What follows belongs to an exercise in optimizing a design on an open flow for small area, a short achievable clock period and few clock cycles per item; a production flow would make more cautious choices. In this exercise RTL edits were held to simulation tests only and were not proved equivalent to the original. Power and IR drop assume default switching activity.

## Booth_v1
module Booth_v1 #(parameter WIDTH=32)(clk, rst, start, multiplier, multiplicand, product, done);
    input clk, rst, start;
    input [WIDTH-1:0] multiplier, multiplicand;
    output [2*WIDTH-1:0] product;
    output reg done;
    wire [31:0] x = multiplicand;
    wire [31:0] y = multiplier;
    wire [63:0] p;
    wire one0 = y[0] ^ 1'b0;
    wire two0 = (y[1] & ~y[0] & ~1'b0) | (~y[1] & y[0] & 1'b0);
    wire neg0 = y[1];
    wire [32:0] pp0;
    assign pp0[0] = ((one0 & x[0]) | (two0 & 1'b0)) ^ neg0;
    assign pp0[1] = ((one0 & x[1]) | (two0 & x[0])) ^ neg0;
    assign pp0[2] = ((one0 & x[2]) | (two0 & x[1])) ^ neg0;
    assign pp0[3] = ((one0 & x[3]) | (two0 & x[2])) ^ neg0;
    assign pp0[4] = ((one0 & x[4]) | (two0 & x[3])) ^ neg0;
    assign pp0[5] = ((one0 & x[5]) | (two0 & x[4])) ^ neg0;
    assign pp0[6] = ((one0 & x[6]) | (two0 & x[5])) ^ neg0;
    assign pp0[7] = ((one0 & x[7]) | (two0 & x[6])) ^ neg0;
    assign pp0[8] = ((one0 & x[8]) | (two0 & x[7])) ^ neg0;
    assign pp0[9] = ((one0 & x[9]) | (two0 & x[8])) ^ neg0;
    assign pp0[10] = ((one0 & x[10]) | (two0 & x[9])) ^ neg0;
    assign pp0[11] = ((one0 & x[11]) | (two0 & x[10])) ^ neg0;
    assign pp0[12] = ((one0 & x[12]) | (two0 & x[11])) ^ neg0;
    assign pp0[13] = ((one0 & x[13]) | (two0 & x[12])) ^ neg0;
  ...
Size: about 110 flip-flops, about 130 I/O pins.
export LEC_CHECK = 0
export ABC_AREA = 1
export CAP_MARGIN = 20
export CORE_MARGIN = 2
export CORE_UTILIZATION = 50
export SETUP_SLACK_MARGIN = 0.25
export SLEW_MARGIN = 20
export SYNTH_HIERARCHICAL = 1
create_clock -name core_clock -period 5.0 [get_ports {clk}]
standard.sh (not shown) runs the stock make flow with config.mk's settings and CLKGATE_MAP_FILE= SYNTH_SCRIPT=/design/flow/synth_recipe.tcl, a recipe that flattens the netlist after the stock synthesis.
==> flow/flow/run.sh <==
#!/bin/bash
# Standard layout, except that the port buffers are sky130_fd_sc_hd__buf_2 instead of the
# delay buffer buffer_ports picks by default, and that timing-driven global placement does not
# keep its trial buffering (GPL_KEEP_OVERFLOW=0); the later repair steps buffer and size as
# needed. Full tool output goes to standard.log; ORFS's own logs are under orfs/logs.
set -euo pipefail
export BUFFER_PORTS_ARGS="-buffer_cell sky130_fd_sc_hd__buf_2"
export GPL_KEEP_OVERFLOW=0
bash standard.sh > standard.log 2>&1
Testbench counts at the start, summed over its fixed seeds: cycles 2,400, items 2,400.
Then changed:
==> flow/flow/run.sh (replaced) <==
#!/bin/bash
# Standard layout, except that the port buffers are sky130_fd_sc_hd__buf_2 instead of the
# delay buffer buffer_ports picks by default. Full tool output goes to standard.log.
set -euo pipefail
export BUFFER_PORTS_ARGS="-buffer_cell sky130_fd_sc_hd__buf_2"
bash standard.sh > standard.log 2>&1
Settings changed: CAP_MARGIN 20 to 0, SETUP_SLACK_MARGIN 0.25 to unset, SLEW_MARGIN 20 to 0.
The new run ran to the end with no violations. Utilization drops by 0.42 points. Fmax is about the same. Worst hold slack is better by 7.1 ps. Total power barely changes. Final cell count climbs by 4.7%. Die area does not change. Routed wire length drops by 6.9%. Non-clock buffer count climbs by 159.
Then changed:
==> flow/flow/run.sh (replaced) <==
#!/bin/bash
# Standard layout, except that the port buffers are sky130_fd_sc_hd__buf_2 instead of the
# delay buffer buffer_ports picks by default, and that global routing's repair step downsizes
# gates on paths with positive slack (ORFS's RECOVER_POWER). Full tool output goes to
# standard.log; ORFS's own logs are under orfs/logs.
set -euo pipefail
export BUFFER_PORTS_ARGS="-buffer_cell sky130_fd_sc_hd__buf_2"
export RECOVER_POWER=100
bash standard.sh > standard.log 2>&1
Settings changed: CAP_MARGIN 0 to 20, SLEW_MARGIN 0 to 20.
Outcome: The new run reached the layout checks and failed them: max-capacitance violations, max-slew violations; utilization goes down by 0.28 points; global-route usage is unchanged; first-iteration DRC count went up by about 0.8%; cell count stays the same; via count stays flat.
Then changed:
==> flow/flow/run.sh (replaced) <==
#!/bin/bash
# Standard layout, except that the port buffers are sky130_fd_sc_hd__buf_2 instead of the
# delay buffer buffer_ports picks by default. Full tool output goes to standard.log.
set -euo pipefail
export BUFFER_PORTS_ARGS="-buffer_cell sky130_fd_sc_hd__buf_2"
bash standard.sh > standard.log 2>&1
Settings changed: PLACE_DENSITY set to 0.8, SETUP_SLACK_MARGIN set to 0.25.
Outcome:
- Now the flow went through all stages and came out clean
- clock power came out higher by a few percent
- flip-flop and latch count is unchanged
- core utilization drops by 0.32 points
- setup slack gets better by 210 ps
- design area fell slightly
- critical path depth drops by 3


## build 61
Booth_v1 again, from the RTL that the note above started with.
// Booth_v1
module Booth_v1 #(parameter WIDTH=32)(clk, rst, start, multiplier, multiplicand, product, done);
==> flow/config.mk <==
export PLATFORM = sky130hd
export DESIGN_NAME = Booth_v1
export DESIGN_NICKNAME = Booth_v1
export VERILOG_FILES = /design/flow/design.v
export SDC_FILE = /design/flow/constraint.sdc
export NUM_CORES = 4
export LEC_CHECK = 0
export ABC_AREA = 1
export CAP_MARGIN = 20
export CORE_MARGIN = 2
export CORE_UTILIZATION = 65
export SETUP_SLACK_MARGIN = 0.25
export SLEW_MARGIN = 20
export SYNTH_HIERARCHICAL = 1
==> flow/constraint.sdc <==
create_clock -name core_clock -period 5.0 [get_ports {clk}]
set_input_delay 1.0000 -clock core_clock [delete_from_list [all_inputs] [get_ports {clk}]]
set_output_delay 1.0000 -clock core_clock [all_outputs]
set_load 0.01 [all_outputs]
==> flow/flow/run.sh <==
#!/bin/bash
# Standard layout, except that the port buffers are sky130_fd_sc_hd__buf_2 instead of the
# delay buffer buffer_ports picks by default. Full tool output goes to standard.log.
set -euo pipefail
export BUFFER_PORTS_ARGS="-buffer_cell sky130_fd_sc_hd__buf_2"
bash standard.sh > standard.log 2>&1
Build 61: full flow OK, the timing, design-rule and antenna checks passed
Testbench counts of build 61, summed over its fixed seeds: cycles 2,400, items 2,400.
For build 43, these inputs were changed with respect to build 61:
- removing SETUP_SLACK_MARGIN (formerly 0.25)
- changing CORE_UTILIZATION from 65 to 50
==> comparison <==
- Going from build 61 to build 43, count of plain and timing-repair buffers went up, final area moved up.
- There was hardly any difference in count of flip-flops with a built-in enable after synthesis between build 43 and build 61.
- Build 43 ends up with a multi-input logic portion of the cell area that is 2.0 points lower than in build 61.
- Routed wire length (higher): build 43
- Run comparison: build 61 capture point of the worst path qb30; build 43 capture point of the worst path qb37
- Global routing usage on met3 (build 43 over build 61): decrease, 1.9 points
- Build 43 gives less vias after detailed routing than build 61 did.
- Build 43: done, clean on timing, DRC and antenna
- Compared with build 61, build 43 shows placed instance count higher by 7.0%.
- Fmax: build 43 lower than build 61
- Summary of the comparison: tap cell count is higher in build 43, relative to build 61.
## Diff of input files: build 87 against build 43
- SETUP_SLACK_MARGIN newly set to 0.25
==> flow/flow/run.sh <==
#!/bin/bash
# Standard layout, except that the port buffers are sky130_fd_sc_hd__buf_1 instead of the
# delay buffer buffer_ports picks by default. Full tool output goes to standard.log.
set -euo pipefail
export BUFFER_PORTS_ARGS="-buffer_cell sky130_fd_sc_hd__buf_1"
bash standard.sh > standard.log 2>&1
Results
- Build 87 vs. build 43: pin slew with the least headroom to its limit essentially unchanged; non-clock buffering overhead in the final layout now smaller; required time at the worst-slack endpoint has remained practically unchanged.
Inputs modified between build 87 and build 89:
- a change of SETUP_SLACK_MARGIN from 0.25 to 0.5
==> flow/flow/run.sh <==
#!/bin/bash
# Standard layout, except that the port buffers are sky130_fd_sc_hd__buf_2 instead of the
# delay buffer buffer_ports picks by default. Full tool output goes to standard.log.
set -euo pipefail
export BUFFER_PORTS_ARGS="-buffer_cell sky130_fd_sc_hd__buf_2"
bash standard.sh > standard.log 2>&1
- Net switching power figure: build 89 < build 87
- Comparing build 87 and build 89, the lower clock slew seen by the registers of the worst setup and hold paths is on build 89.
- Build 87 and build 89 ended up with nearly the same ratio of routed vias to standard cells.
- Compared with build 87, build 89 shows a lower aggregate routed wire length.
- Summary of the comparison: non-clock buffer count is lower in build 89, relative to build 87.
- Compared with build 87, build 89 ends up with more cell area.
The inputs of build 92 differ from those of build 89 as listed below.
- SETUP_SLACK_MARGIN: 0.5 -> 0.25
## What came out
- Compared with build 89, in build 92 flip-flop and latch count held; adder-cell share of the synthesized area neither gained nor lost much; overall power shrank by 2.6%; sum of net half-perimeters after detailed placement roughly the same; global-route met2 utilization climbed 0.52 points.
- The die area on build 92 is in line with that on build 89.
- Taking build 89 as the reference, in build 92 total leakage power fell 0.38 nW; proportion of cell area occupied by registers rose 0.52 points.
- Run comparison: build 92 timing startpoint of the critical path multiplier[19]; build 89 timing startpoint of the critical path multiplier[11]
Setup changes, build 92 to build 57
- PLACE_DENSITY newly set to 0.8
==> flow/flow/run.sh <==
#!/bin/bash
# Standard layout with two changes:
# - the port buffers are sky130_fd_sc_hd__buf_2 instead of the delay buffer buffer_ports
#   picks by default;
# - synthesis is the standard flow's own script (synth_recipe.tcl, run unchanged), except that Yosys's abc
#   call reads flow/abc_area_noup.script: ORFS's area script without its upsize/dnsize steps,
#   so gate sizing is left to OpenROAD's repair steps, which see the placement.
# Full tool output goes to standard.log; ORFS's own logs are under orfs/logs.
set -euo pipefail
export BUFFER_PORTS_ARGS="-buffer_cell sky130_fd_sc_hd__buf_2"
export MY_ABC_SCRIPT="$PWD/flow/abc_area_noup.script"
{
  echo 'proc abc {args} {'
  echo '  set i [lsearch -exact $args -script]'
  echo '  if {$i >= 0} { lset args [expr {$i + 1}] $::env(MY_ABC_SCRIPT) }'
  echo '  yosys abc {*}$args'
  echo '}'
  cat synth_recipe.tcl
} > flow_synth.tcl
grep -q 'SYNTH_SCRIPT=[^ ]*synth_recipe.tcl' standard.sh
sed "s#SYNTH_SCRIPT=[^ ]*synth_recipe.tcl#SYNTH_SCRIPT=$PWD/flow_synth.tcl#" standard.sh > flow_standard.sh
bash flow_standard.sh > standard.log 2>&1
==> flow/flow/abc_area_noup.script (new file) <==
strash
dch
map -B 0.9
topo
stime -c
buffer -c
Results
- On build 57: proportion of power drawn by the clock network is 0.2 points higher than what build 92 gave.
- Build 57 against build 92: number of distinct library cells after synthesis went down; sequential fraction of total cell area ~0 delta; worst-case vdd ir drop -40%; non-clock buffer count shows an increase of 22.
- Build 57 vs. build 92: number of nets in the layout went up by 24.
- On average vias per placed instance, build 57 and build 92 are basically level.
- Post-layout minimum cycle time is higher on build 57
- Compare build 57 and build 92 | sum of buffers and inverters on the critical path higher: build 92

static timing again, ports no longer ideal:
The flow's constraints put no driver on any port. The routed layouts listed below were extracted and timed again, unchanged, in two steps. Step 1 assumes that a clkbuf_16 drives the clock port and a buf_2 every other input. Step 2 also shifts input and output timing later by t, the mid clock arrival at the registers, as if the neighbouring blocks saw the same clock. Slacks: ideal / step 1 / step 2; pairs: ideal / step 1.
run	t (ns)	setup WS [ns]	worst setup path at the end	worst register clock-pin slew, ns
the first run of note 1	0.471	0.159 / 0.035 / -0.436	input to register	0.10 / 0.10
the second run of note 1	0.467	0.151 / 0.188 / -0.278	input to register	0.09 / 0.09
the third run of note 1	0.467	0.118 / 0.152 / -0.315	input to register	0.09 / 0.09
the fourth run of note 1	0.464	0.324 / 0.332 / -0.131	input to register	0.10 / 0.10
build 61	0.454	0.264 / 0.293 / -0.160	input to register	0.10 / 0.10
build 43	0.467	0.151 / 0.188 / -0.278	input to register	0.09 / 0.09
build 87	0.469	0.226 / 0.262 / -0.206	input to register	0.11 / 0.11
build 89	0.463	0.385 / 0.384 / -0.079	input to register	0.09 / 0.09
build 92	0.460	0.308 / 0.336 / -0.123	input to register	0.10 / 0.10
build 57	0.473	0.268 / 0.288 / -0.184	input to register	0.10 / 0.10
For the first run of note 1, which loses most, drivers alone change the setup slack by -0.124 ns; drivers and shift together by -0.595 ns.
